Background: an optimization exercise with open tools, aiming at small area, a short achievable clock period and few clock cycles per item. Do not read the settings as production practice. Function was checked by simulation only, so behaviour that the tests miss may differ from the original. Power and IR drop assume default switching activity.

<file path="run.sh">
#!/bin/bash
# synth_recipe.tcl (not shown) runs the flow's synth.tcl, then flattens the netlist and writes it again
# the make line also repeats each setting of config.mk as NAME=value (left out here)
make -C /OpenROAD-flow-scripts/flow DESIGN_CONFIG=/design/flow/config.mk WORK_HOME=/design/flow/orfs CLKGATE_MAP_FILE= SYNTH_SCRIPT=/design/flow/synth_recipe.tcl finish
</file>
<file path="config.mk">
export PLATFORM = sky130hd
export DESIGN_NAME = shift_add_multiplier
export DESIGN_NICKNAME = shift_add_multiplier
export VERILOG_FILES = /design/flow/design.v
export SDC_FILE = /design/flow/constraint.sdc
export NUM_CORES = 4
export LEC_CHECK = 0
export CAP_MARGIN = 20
export CORE_MARGIN = 2
export CORE_UTILIZATION = 40
export SLEW_MARGIN = 20
</file>
<file path="constraint.sdc">
create_clock -name core_clock -period 5.0 [get_ports {clk}]
set_input_delay 1.0000 -clock core_clock [delete_from_list [all_inputs] [get_ports {clk}]]
set_output_delay 1.0000 -clock core_clock [all_outputs]
set_load 0.01 [all_outputs]
</file>
<file path="design.v">
`default_nettype none `timescale 1ns / 1ns
module shift_add_multiplier #(
    parameter integer WIDTH = 16
) (
    input wire clk,
    input wire reset_n,
    input wire tvalid_slave_1,
    input signed [WIDTH-1:0] tdata_slave_1,
    output wire tready_slave_1,
    input wire tvalid_slave_2,
    input signed [WIDTH-1:0] tdata_slave_2,
    output wire tready_slave_2,
    output reg tvalid_master,
    output reg signed [WIDTH-1:0] tdata_master,
    input wire tready_master
);
  reg held_1;
  reg held_2;
  reg [WIDTH-1:0] factor_a;
  reg [WIDTH-1:0] factor_b;
  wire [WIDTH-1:0] product;
  wire advance = held_1 & held_2 & (~tvalid_master | tready_master);
  wire input_transaction_1 = tvalid_slave_1 & tready_slave_1;
  wire input_transaction_2 = tvalid_slave_2 & tready_slave_2;
  assign tready_slave_1 = ~held_1 | advance;
  assign tready_slave_2 = ~held_2 | advance;
  always @(posedge clk) begin
    if (input_transaction_1) factor_a <= tdata_slave_1;
    if (input_transaction_2) factor_b <= tdata_slave_2;
    if (advance) tdata_master <= product;
    if (!reset_n) begin
      held_1 <= 1'b0;
      held_2 <= 1'b0;
      tvalid_master <= 1'b0;
    end else begin
      held_1 <= input_transaction_1 | (held_1 & ~advance);
      held_2 <= input_transaction_2 | (held_2 & ~advance);
      tvalid_master <= advance | (tvalid_master & ~tready_master);
    end
  end
  wire [15:0] a = factor_a;
  wire [15:0] b = factor_b;
  wire pp1 = a[0] & b[0];
  wire pp2 = a[0] & b[1];
  wire pp3 = a[0] & b[2];
  wire pp4 = a[0] & b[3];
  wire pp5 = a[0] & b[4];
  wire pp6 = a[0] & b[5];
  wire pp7 = a[0] & b[6];
  wire pp8 = a[0] & b[7];
  wire pp9 = a[0] & b[8];
  wire pp10 = a[0] & b[9];
  wire pp11 = a[0] & b[10];
  wire pp12 = a[0] & b[11];
  wire pp13 = a[0] & b[12];
  wire pp14 = a[0] & b[13];
  wire pp15 = a[0] & b[14];
  wire pp16 = a[0] & b[15];
  wire pp17 = a[1] & b[0];
  wire pp18 = a[1] & b[1];
  wire pp19 = a[1] & b[2];
  wire pp20 = a[1] & b[3];
  wire pp21 = a[1] & b[4];
  wire pp22 = a[1] & b[5];
  wire pp23 = a[1] & b[6];
  wire pp24 = a[1] & b[7];
  wire pp25 = a[1] & b[8];
  wire pp26 = a[1] & b[9];
  wire pp27 = a[1] & b[10];
  wire pp28 = a[1] & b[11];
  wire pp29 = a[1] & b[12];
  wire pp30 = a[1] & b[13];
  wire pp31 = a[1] & b[14];
  wire pp32 = a[2] & b[0];
  wire pp33 = a[2] & b[1];
  wire pp34 = a[2] & b[2];
  wire pp35 = a[2] & b[3];
  wire pp36 = a[2] & b[4];
  wire pp37 = a[2] & b[5];
  wire pp38 = a[2] & b[6];
  wire pp39 = a[2] & b[7];
  wire pp40 = a[2] & b[8];
  wire pp41 = a[2] & b[9];
  wire pp42 = a[2] & b[10];
  wire pp43 = a[2] & b[11];
  wire pp44 = a[2] & b[12];
  wire pp45 = a[2] & b[13];
  wire pp46 = a[3] & b[0];
  wire pp47 = a[3] & b[1];
  wire pp48 = a[3] & b[2];
  wire pp49 = a[3] & b[3];
  wire pp50 = a[3] & b[4];
  wire pp51 = a[3] & b[5];
  wire pp52 = a[3] & b[6];
  wire pp53 = a[3] & b[7];
  wire pp54 = a[3] & b[8];
  wire pp55 = a[3] & b[9];
  wire pp56 = a[3] & b[10];
  wire pp57 = a[3] & b[11];
  wire pp58 = a[3] & b[12];
  wire pp59 = a[4] & b[0];
  wire pp60 = a[4] & b[1];
  wire pp61 = a[4] & b[2];
  wire pp62 = a[4] & b[3];
  wire pp63 = a[4] & b[4];
  wire pp64 = a[4] & b[5];
  wire pp65 = a[4] & b[6];
  wire pp66 = a[4] & b[7];
  wire pp67 = a[4] & b[8];
  wire pp68 = a[4] & b[9];
  wire pp69 = a[4] & b[10];
  wire pp70 = a[4] & b[11];
  wire pp71 = a[5] & b[0];
  wire pp72 = a[5] & b[1];
  wire pp73 = a[5] & b[2];
  wire pp74 = a[5] & b[3];
  wire pp75 = a[5] & b[4];
  wire pp76 = a[5] & b[5];
  wire pp77 = a[5] & b[6];
  wire pp78 = a[5] & b[7];
  wire pp79 = a[5] & b[8];
  wire pp80 = a[5] & b[9];
  wire pp81 = a[5] & b[10];
  wire pp82 = a[6] & b[0];
  wire pp83 = a[6] & b[1];
  wire pp84 = a[6] & b[2];
  wire pp85 = a[6] & b[3];
  wire pp86 = a[6] & b[4];
  wire pp87 = a[6] & b[5];
  wire pp88 = a[6] & b[6];
  wire pp89 = a[6] & b[7];
  wire pp90 = a[6] & b[8];
  wire pp91 = a[6] & b[9];
  wire pp92 = a[7] & b[0];
  wire pp93 = a[7] & b[1];
  wire pp94 = a[7] & b[2];
  wire pp95 = a[7] & b[3];
  wire pp96 = a[7] & b[4];
  wire pp97 = a[7] & b[5];
  wire pp98 = a[7] & b[6];
  wire pp99 = a[7] & b[7];
  wire pp100 = a[7] & b[8];
  wire pp101 = a[8] & b[0];
  wire pp102 = a[8] & b[1];
  wire pp103 = a[8] & b[2];
  wire pp104 = a[8] & b[3];
  wire pp105 = a[8] & b[4];
  wire pp106 = a[8] & b[5];
  wire pp107 = a[8] & b[6];
  wire pp108 = a[8] & b[7];
  wire pp109 = a[9] & b[0];
  wire pp110 = a[9] & b[1];
  wire pp111 = a[9] & b[2];
  wire pp112 = a[9] & b[3];
  wire pp113 = a[9] & b[4];
  wire pp114 = a[9] & b[5];
  wire pp115 = a[9] & b[6];
  wire pp116 = a[10] & b[0];
  wire pp117 = a[10] & b[1];
  wire pp118 = a[10] & b[2];
  wire pp119 = a[10] & b[3];
  wire pp120 = a[10] & b[4];
  wire pp121 = a[10] & b[5];
  wire pp122 = a[11] & b[0];
  wire pp123 = a[11] & b[1];
  wire pp124 = a[11] & b[2];
  wire pp125 = a[11] & b[3];
  wire pp126 = a[11] & b[4];
  wire pp127 = a[12] & b[0];
  wire pp128 = a[12] & b[1];
  wire pp129 = a[12] & b[2];
  wire pp130 = a[12] & b[3];
  wire pp131 = a[13] & b[0];
  wire pp132 = a[13] & b[1];
  wire pp133 = a[13] & b[2];
  wire pp134 = a[14] & b[0];
  wire pp135 = a[14] & b[1];
  wire pp136 = a[15] & b[0];
  wire s137 = pp14 ^ pp29;
  wire c138 = pp14 & pp29;
  wire s139 = pp15 ^ pp30 ^ pp44;
  wire c140 = (pp15 & pp30) | (pp15 & pp44) | (pp30 & pp44);
  wire s141 = pp57 ^ pp69;
  wire c142 = pp57 & pp69;
  wire s143 = pp10 ^ pp25;
  wire c144 = pp10 & pp25;
  wire s145 = pp11 ^ pp26 ^ pp40;
  wire c146 = (pp11 & pp26) | (pp11 & pp40) | (pp26 & pp40);
  wire s147 = pp53 ^ pp65;
  wire c148 = pp53 & pp65;
  wire s149 = pp12 ^ pp27 ^ pp41;
  wire c150 = (pp12 & pp27) | (pp12 & pp41) | (pp27 & pp41);
  wire s151 = pp54 ^ pp66 ^ pp77;
  wire c152 = (pp54 & pp66) | (pp54 & pp77) | (pp66 & pp77);
  wire s153 = pp87 ^ pp96;
  wire c154 = pp87 & pp96;
  wire s155 = pp13 ^ pp28 ^ pp42;
  wire c156 = (pp13 & pp28) | (pp13 & pp42) | (pp28 & pp42);
  wire s157 = pp55 ^ pp67 ^ pp78;
  wire c158 = (pp55 & pp67) | (pp55 & pp78) | (pp67 & pp78);
  wire s159 = pp88 ^ pp97 ^ pp105;
  wire c160 = (pp88 & pp97) | (pp88 & pp105) | (pp97 & pp105);
  wire s161 = pp112 ^ pp118;
  wire c162 = pp112 & pp118;
  wire s163 = pp43 ^ pp56 ^ pp68;
  wire c164 = (pp43 & pp56) | (pp43 & pp68) | (pp56 & pp68);
  wire s165 = pp79 ^ pp89 ^ pp98;
  wire c166 = (pp79 & pp89) | (pp79 & pp98) | (pp89 & pp98);
  wire s167 = pp106 ^ pp113 ^ pp119;
  wire c168 = (pp106 & pp113) | (pp106 & pp119) | (pp113 & pp119);
  wire s169 = pp124 ^ pp128 ^ pp131;
  wire c170 = (pp124 & pp128) | (pp124 & pp131) | (pp128 & pp131);
  wire s171 = pp80 ^ pp90 ^ pp99;
  wire c172 = (pp80 & pp90) | (pp80 & pp99) | (pp90 & pp99);
  wire s173 = pp107 ^ pp114 ^ pp120;
  wire c174 = (pp107 & pp114) | (pp107 & pp120) | (pp114 & pp120);
  wire s175 = pp125 ^ pp129 ^ pp132;
  wire c176 = (pp125 & pp129) | (pp125 & pp132) | (pp129 & pp132);
  wire s177 = pp134 ^ s139 ^ s141;
  wire c178 = (pp134 & s139) | (pp134 & s141) | (s139 & s141);
  wire s179 = pp7 ^ pp22;
  wire c180 = pp7 & pp22;
  wire s181 = pp8 ^ pp23 ^ pp37;
  wire c182 = (pp8 & pp23) | (pp8 & pp37) | (pp23 & pp37);
  wire s183 = pp50 ^ pp62;
  wire c184 = pp50 & pp62;
  wire s185 = pp9 ^ pp24 ^ pp38;
  wire c186 = (pp9 & pp24) | (pp9 & pp38) | (pp24 & pp38);
  wire s187 = pp51 ^ pp63 ^ pp74;
  wire c188 = (pp51 & pp63) | (pp51 & pp74) | (pp63 & pp74);
  wire s189 = pp84 ^ pp93;
  wire c190 = pp84 & pp93;
  wire s191 = pp39 ^ pp52 ^ pp64;
  wire c192 = (pp39 & pp52) | (pp39 & pp64) | (pp52 & pp64);
  wire s193 = pp75 ^ pp85 ^ pp94;
  wire c194 = (pp75 & pp85) | (pp75 & pp94) | (pp85 & pp94);
  wire s195 = pp102 ^ pp109 ^ s143;
  wire c196 = (pp102 & pp109) | (pp102 & s143) | (pp109 & s143);
  wire s197 = pp76 ^ pp86 ^ pp95;
  wire c198 = (pp76 & pp86) | (pp76 & pp95) | (pp86 & pp95);
  wire s199 = pp103 ^ pp110 ^ pp116;
  wire c200 = (pp103 & pp110) | (pp103 & pp116) | (pp110 & pp116);
  wire s201 = s145 ^ s147 ^ c144;
  wire c202 = (s145 & s147) | (s145 & c144) | (s147 & c144);
  wire s203 = pp104 ^ pp111 ^ pp117;
  wire c204 = (pp104 & pp111) | (pp104 & pp117) | (pp111 & pp117);
  wire s205 = pp122 ^ s149 ^ s151;
  wire c206 = (pp122 & s149) | (pp122 & s151) | (s149 & s151);
  wire s207 = s153 ^ c146 ^ c148;
  wire c208 = (s153 & c146) | (s153 & c148) | (c146 & c148);
  wire s209 = pp123 ^ pp127 ^ s155;
  wire c210 = (pp123 & pp127) | (pp123 & s155) | (pp127 & s155);
  wire s211 = s157 ^ s159 ^ s161;
  wire c212 = (s157 & s159) | (s157 & s161) | (s159 & s161);
  wire s213 = c150 ^ c152 ^ c154;
  wire c214 = (c150 & c152) | (c150 & c154) | (c152 & c154);
  wire s215 = s137 ^ s163 ^ s165;
  wire c216 = (s137 & s163) | (s137 & s165) | (s163 & s165);
  wire s217 = s167 ^ s169 ^ c156;
  wire c218 = (s167 & s169) | (s167 & c156) | (s169 & c156);
  wire s219 = c158 ^ c160 ^ c162;
  wire c220 = (c158 & c160) | (c158 & c162) | (c160 & c162);
  wire s221 = c138 ^ s171 ^ s173;
  wire c222 = (c138 & s171) | (c138 & s173) | (s171 & s173);
  wire s223 = s175 ^ s177 ^ c164;
  wire c224 = (s175 & s177) | (s175 & c164) | (s177 & c164);
  wire s225 = c166 ^ c168 ^ c170;
  wire c226 = (c166 & c168) | (c166 & c170) | (c168 & c170);
  wire s227 = pp5 ^ pp20;
  wire c228 = pp5 & pp20;
  wire s229 = pp6 ^ pp21 ^ pp35;
  wire c230 = (pp6 & pp21) | (pp6 & pp35) | (pp21 & pp35);
  wire s231 = pp48 ^ pp60;
  wire c232 = pp48 & pp60;
  wire s233 = pp36 ^ pp49 ^ pp61;
  wire c234 = (pp36 & pp49) | (pp36 & pp61) | (pp49 & pp61);
  wire s235 = pp72 ^ pp82 ^ s179;
  wire c236 = (pp72 & pp82) | (pp72 & s179) | (pp82 & s179);
  wire s237 = pp73 ^ pp83 ^ pp92;
  wire c238 = (pp73 & pp83) | (pp73 & pp92) | (pp83 & pp92);
  wire s239 = s181 ^ s183 ^ c180;
  wire c240 = (s181 & s183) | (s181 & c180) | (s183 & c180);
  wire s241 = pp101 ^ s185 ^ s187;
  wire c242 = (pp101 & s185) | (pp101 & s187) | (s185 & s187);
  wire s243 = s189 ^ c182 ^ c184;
  wire c244 = (s189 & c182) | (s189 & c184) | (c182 & c184);
  wire s245 = s191 ^ s193 ^ s195;
  wire c246 = (s191 & s193) | (s191 & s195) | (s193 & s195);
  wire s247 = c186 ^ c188 ^ c190;
  wire c248 = (c186 & c188) | (c186 & c190) | (c188 & c190);
  wire s249 = s197 ^ s199 ^ s201;
  wire c250 = (s197 & s199) | (s197 & s201) | (s199 & s201);
  wire s251 = c192 ^ c194 ^ c196;
  wire c252 = (c192 & c194) | (c192 & c196) | (c194 & c196);
  wire s253 = s203 ^ s205 ^ s207;
  wire c254 = (s203 & s205) | (s203 & s207) | (s205 & s207);
  wire s255 = c198 ^ c200 ^ c202;
  wire c256 = (c198 & c200) | (c198 & c202) | (c200 & c202);
  wire s257 = s209 ^ s211 ^ s213;
  wire c258 = (s209 & s211) | (s209 & s213) | (s211 & s213);
  wire s259 = c204 ^ c206 ^ c208;
  wire c260 = (c204 & c206) | (c204 & c208) | (c206 & c208);
  wire s261 = s215 ^ s217 ^ s219;
  wire c262 = (s215 & s217) | (s215 & s219) | (s217 & s219);
  wire s263 = c210 ^ c212 ^ c214;
  wire c264 = (c210 & c212) | (c210 & c214) | (c212 & c214);
  wire s265 = s221 ^ s223 ^ s225;
  wire c266 = (s221 & s223) | (s221 & s225) | (s223 & s225);
  wire s267 = c216 ^ c218 ^ c220;
  wire c268 = (c216 & c218) | (c216 & c220) | (c218 & c220);
  wire s269 = pp4 ^ pp19;
  wire c270 = pp4 & pp19;
  wire s271 = pp34 ^ pp47 ^ pp59;
  wire c272 = (pp34 & pp47) | (pp34 & pp59) | (pp47 & pp59);
  wire s273 = pp71 ^ s229 ^ s231;
  wire c274 = (pp71 & s229) | (pp71 & s231) | (s229 & s231);
  wire s275 = s233 ^ s235 ^ c230;
  wire c276 = (s233 & s235) | (s233 & c230) | (s235 & c230);
  wire s277 = s237 ^ s239 ^ c234;
  wire c278 = (s237 & s239) | (s237 & c234) | (s239 & c234);
  wire s279 = s241 ^ s243 ^ c238;
  wire c280 = (s241 & s243) | (s241 & c238) | (s243 & c238);
  wire s281 = s245 ^ s247 ^ c242;
  wire c282 = (s245 & s247) | (s245 & c242) | (s247 & c242);
  wire s283 = s249 ^ s251 ^ c246;
  wire c284 = (s249 & s251) | (s249 & c246) | (s251 & c246);
  wire s285 = s253 ^ s255 ^ c250;
  wire c286 = (s253 & s255) | (s253 & c250) | (s255 & c250);
  wire s287 = s257 ^ s259 ^ c254;
  wire c288 = (s257 & s259) | (s257 & c254) | (s259 & c254);
  wire s289 = s261 ^ s263 ^ c258;
  wire c290 = (s261 & s263) | (s261 & c258) | (s263 & c258);
  wire s291 = s265 ^ s267 ^ c262;
  wire c292 = (s265 & s267) | (s265 & c262) | (s267 & c262);
  wire s293 = pp3 ^ pp18;
  wire c294 = pp3 & pp18;
  wire s295 = pp33 ^ pp46 ^ s269;
  wire c296 = (pp33 & pp46) | (pp33 & s269) | (pp46 & s269);
  wire s297 = s227 ^ s271 ^ c270;
  wire c298 = (s227 & s271) | (s227 & c270) | (s271 & c270);
  wire s299 = c228 ^ s273 ^ c272;
  wire c300 = (c228 & s273) | (c228 & c272) | (s273 & c272);
  wire s301 = c232 ^ s275 ^ c274;
  wire c302 = (c232 & s275) | (c232 & c274) | (s275 & c274);
  wire s303 = c236 ^ s277 ^ c276;
  wire c304 = (c236 & s277) | (c236 & c276) | (s277 & c276);
  wire s305 = c240 ^ s279 ^ c278;
  wire c306 = (c240 & s279) | (c240 & c278) | (s279 & c278);
  wire s307 = c244 ^ s281 ^ c280;
  wire c308 = (c244 & s281) | (c244 & c280) | (s281 & c280);
  wire s309 = c248 ^ s283 ^ c282;
  wire c310 = (c248 & s283) | (c248 & c282) | (s283 & c282);
  wire s311 = c252 ^ s285 ^ c284;
  wire c312 = (c252 & s285) | (c252 & c284) | (s285 & c284);
  wire s313 = c256 ^ s287 ^ c286;
  wire c314 = (c256 & s287) | (c256 & c286) | (s287 & c286);
  wire s315 = c260 ^ s289 ^ c288;
  wire c316 = (c260 & s289) | (c260 & c288) | (s289 & c288);
  wire s317 = c264 ^ s291 ^ c290;
  wire c318 = (c264 & s291) | (c264 & c290) | (s291 & c290);
  wire g319 = pp2 & pp17;
  wire p320 = pp2 ^ pp17;
  wire g321 = pp32 & s293;
  wire p322 = pp32 ^ s293;
  wire g323 = s295 & c294;
  wire p324 = s295 ^ c294;
  wire g325 = s297 & c296;
  wire p326 = s297 ^ c296;
  wire g327 = s299 & c298;
  wire p328 = s299 ^ c298;
  wire g329 = s301 & c300;
  wire p330 = s301 ^ c300;
  wire g331 = s303 & c302;
  wire p332 = s303 ^ c302;
  wire g333 = s305 & c304;
  wire p334 = s305 ^ c304;
  wire g335 = s307 & c306;
  wire p336 = s307 ^ c306;
  wire g337 = s309 & c308;
  wire p338 = s309 ^ c308;
  wire g339 = s311 & c310;
  wire p340 = s311 ^ c310;
  wire g341 = s313 & c312;
  wire p342 = s313 ^ c312;
  wire g343 = s315 & c314;
  wire p344 = s315 ^ c314;
  wire g345 = s317 & c316;
  wire p346 = s317 ^ c316;
  wire cy347 = g321 | (p322 & g319);
  wire cy348 = g323 | (p324 & cy347);
  wire cy349 = g325 | (p326 & cy348);
  wire cy350 = g327 | (p328 & cy349);
  wire cy351 = g329 | (p330 & cy350);
  wire cy352 = g331 | (p332 & cy351);
  wire cy353 = g333 | (p334 & cy352);
  wire cy354 = g335 | (p336 & cy353);
  wire cy355 = g337 | (p338 & cy354);
  wire cy356 = g339 | (p340 & cy355);
  wire cy357 = g341 | (p342 & cy356);
  wire cy358 = g343 | (p344 & cy357);
  wire cy359 = g345 | (p346 & cy358);
  wire r360 = p322 ^ g319;
  wire r361 = p324 ^ cy347;
  wire r362 = p326 ^ cy348;
  wire r363 = p328 ^ cy349;
  wire r364 = p330 ^ cy350;
  wire r365 = p332 ^ cy351;
  wire r366 = p334 ^ cy352;
  wire r367 = p336 ^ cy353;
  wire r368 = p338 ^ cy354;
  wire r369 = p340 ^ cy355;
  wire r370 = p342 ^ cy356;
  wire r371 = p344 ^ cy357;
  wire r372 = p346 ^ cy358;
  wire r373 = pp16 ^ pp31 ^ pp45 ^ pp58 ^ pp70 ^ pp81 ^ pp91 ^ pp100 ^ pp108 ^ pp115 ^ pp121 ^ pp126 ^ pp130 ^ pp133 ^ pp135 ^ pp136 ^ c140 ^ c142 ^ c172 ^ c174 ^ c176 ^ c178 ^ c222 ^ c224 ^ c226 ^ c266 ^ c268 ^ c292 ^ c318 ^ cy359;
  assign product = {r373, r372, r371, r370, r369, r368, r367, r366, r365, r364, r363, r362, r361, r360, p320, pp1};
endmodule
</file>
==> results_dict.tcl <==
set metrics [dict create \
    status "failed layout checks" \
    violations "negative setup slack" \
    synth-edff-count 48 \
    synth_ff_type "edfxtp_1" \
    whs_path_depth 2 \
    fin_util_pct 50.7 \
    root_buffer "clkbuf_16" \
    final_area_um2 6090 \
    ys_seq_area_share_pct 30.5 \
    drt_wl_total_um 10900 \
    timing.critical_path.mode_cell "fa_2" \
    total_power_mw 2.66 \
    rsz0062_at_grt "yes" \
    placed_area_um2 5890 \
    grt_start_max_net_pins 20 \
    min_path_type "reg -> reg" \
    synth_nets 566 \
    grt.overflow.total 0 \
    synth_warnings 1 \
    detail-route-antenna-nets 0 \
    core_area_um2 12000 \
    clk_pin_slew_worst_paths_ps 90 \
    synthTopCellsByArea "fa_1 37%, edfxtp_1 29%, and2_1 12%, inv_1 6.2%, ha_1 3.6%" \
    die_h_um 115 \
    route.vias.total 3004 \
    cp-end-kind "flop" \
    setup_slack_ps -2010 \
    hp-start "held_2" \
    wl_per_cell_um 16.5 \
    syn_inst 424 \
    cp_num_buf_inv 2 \
    synthMostInstantiatedCell "and2_1" \
    async_reset_ff_share_pct 0 \
    place_hpwl_um 9100 \
    clock_path_buffers 2 \
    path_delay_family "adder cells" \
    cts_tree "built" \
    cts_buffers 5 \
    setup.worst_path.start_class "flop" \
    fin_worst_skew_ps 11.3 \
    drive_above_1_share_pct 12.5 \
    place_congestion 0.894 \
    ios 56 \
    fin_crit_sh_pct 140 \
    hold_viol_final 0 \
    die_area_um2 13200 \
    worstHoldEndpoint "tvalid_master" \
    grt_pass1_wl_um 18100 \
    p_leak_nw 2.59 \
    grt_pass1_vias 3417 \
    h-tree-depth 2 \
    maxCapViolCount 0 \
    cts_sinks 51 \
    clock_latency_ps 310 \
    powerDensity_nw_per_um2 437 \
    relSlewSlack_pct 50.1 \
    reg2reg_depth 21 \
    finalNetCount 651 \
    slowest_stage "fa_1" \
    ys_types 16 \
    area_growth_pct 23.8 \
    tightest_slew_ps 748 \
    worstPathMaxFanout 6 \
    max_freq_ghz 0.143 \
    arrival_ps 7070 \
    rows 40 \
    io_buffers 55 \
    grt_usage_pct 18.4 \
    drc 0 \
    initial_core_util_pct 41.0 \
    period_needed_ps 7010 \
    cp_slowest_stage_delay_ps 540 \
    synth_common_cells "95 x and2_1, 91 x fa_1, 81 x inv_1, 48 x edfxtp_1, 44 x nand2_1" \
    die_x_um 115 \
    slew_viol_final 0 \
    ctsHoldBuffers 0 \
    synth_top_area_share_pct 37.0 \
    synth_top_area_cell "fa_1" \
    first_pass_iters 4 \
    fill_cells 1115 \
    dp_slack_ps -2030 \
    routed_via_density 4.57 \
    r2r_slack_ps -2010 \
    r2r_end "tdata_master[15]" \
    avgSynthCellArea_um2 11.6 \
    path_cells "and2_4 -> fa_1 -> inv_1 -> fa_1 -> fa_1 -> inv_2 -> fa_2 -> fa_2 -> fa_2 -> fa_2 -> fa_2 -> fa_2 -> fa_2 -> fa_2 -> fa_2 -> fa_2 -> xnor2_2 -> xnor2_2 -> xnor2_2 -> xnor2_1 -> xnor3_1" \
    syn_area_um2 4920 \
    synth_seq_cells 51 \
    r2r-start "factor_a[0]" \
    critical_path_class "reg -> reg" \
    antennaDiodeCount 0 \
    ir_worst_vdd_uv 253 \
    setup_viol 5 \
    antenna_found_initial 0 \
    drt_iter0_markers 120 \
    cp.required_ps 5060 \
]
repair_timing:
item | in CTS | in global routing
pin swaps | 2 | 3
setup buffers | 1 | 1
resized for setup | 2 | 4
setup endpoints to repair | 5 | 5
per-layer routing:
layer	track usage, %	routed length, µm	vias to the layer above
met5	0	0	-
met4	4.90	223	0
met1	24.5	4770	1497
li1	-	-	1420
met2	31.8	5500	72
met3	2.64	364	15
how the worst max path moves through the flow:
stage,to,cells after the start,from,slack [ps]
3_3_place_gp,tdata_master[15],21,factor_a[1],-1890
2_1_floorplan,tdata_master[15],22,factor_a[1],-1760
5_1_grt,tdata_master[15],21,factor_a[0],-2210
4_1_cts,tdata_master[15],21,factor_a[1],-2030
6_report,tdata_master[15],21,factor_a[0],-2010
3_5_place_dp,tdata_master[15],21,factor_b[5],-2030
cells by family after synthesis:
| group | count (synthesis) | share of synthesized area (%) |
|---|---|---|
| adder cells (fa/ha/maj) | 105 | 40.6 |
| AND/OR/NAND/NOR | 141 | 15.7 |
| flip-flops | 51 | 30.5 |
| AO/OA/AOI/OAI | 5 | 0.661 |
| buffers and inverters | 94 | 7.17 |
| XOR/XNOR | 28 | 5.42 |
cell type report:
class | count | area [µm²] | area share, %
Sequential cell | 51 | 1500 | 24.6
Clock inverter | 3 | 33.8 | 0.554
Multi-Input combinational cell | 279 | 3120 | 51.3
Tap cell | 147 | 184 | 3.02
Clock buffer | 5 | 125 | 2.05
Inverter | 81 | 304 | 4.99
Timing Repair Buffer | 91 | 821 | 13.5
tightest hold or removal path, cell delays in order (launching register included):
cell and delay (ps):
dfxtp_1 340, nand2_1 60, a21boi_0 70
sequential cells by signal, indices dropped and copies added, names as in the netlist:
| name | count |
|---|---|
| held_2 | 1 |
| factor_a | 16 |
| tvalid_master | 1 |
| held_1 | 1 |
| tdata_master | 16 |
| factor_b | 16 |
power by group:
part	switching (mW)	total [mW]	internal, mW
logic	0.804	1.63	0.822
clock network	0.189	0.383	0.194
registers	0.0266	0.654	0.627
total	1.02	2.66	1.64
layout by cell type (no fill, tap or decap), types with 6 or more instances in the layout:
| cell | n |
|---|---|
| and2_1 | 93 |
| buf_4 | 36 |
| clkdlybuf4s50_1 | 55 |
| edfxtp_1 | 48 |
| fa_1 | 79 |
| fa_2 | 12 |
| ha_1 | 14 |
| inv_1 | 79 |
| nand2_1 | 44 |
| xnor2_1 | 17 |
| xor2_1 | 6 |
metrics by stage:
stage               hold WS [ps]  std cells  setup TNS [ps]
floorplan                    470        424           -3780
global placement             493        647           -4150
detailed placement           500        647           -4660
CTS                          521        656           -4630
global route                 561        657           -5270
finish                       512        657           -4480
Testbench counts, summed over its fixed seeds: cycles 1,216, items 1,200.

afterwards: timing with drivers on the ports:
In the flow no input, the clock included, has a driving cell. The finished layout below was timed again as built, in two steps.
Step 1, drivers: a clkbuf_16 drives clk and a buf_2 each remaining input, both assumed.
Step 2 moves the port delays by t, midway between the first and last clock arrival at a register: inputs arrive t later, outputs are due t later. That takes back most of the time a late clock gives input paths.
a / b / c = ideal / step 1 / step 2; a / b = the first two.
shift t [ns]: 0.340
setup slack, ns: -2.008 / -2.008 / -2.008
worst setup path at the end: register to register
pins driven straight from the clock port: 1
For this run, drivers alone change the setup slack by 0.000 ns; drivers and shift together by 0.000 ns.
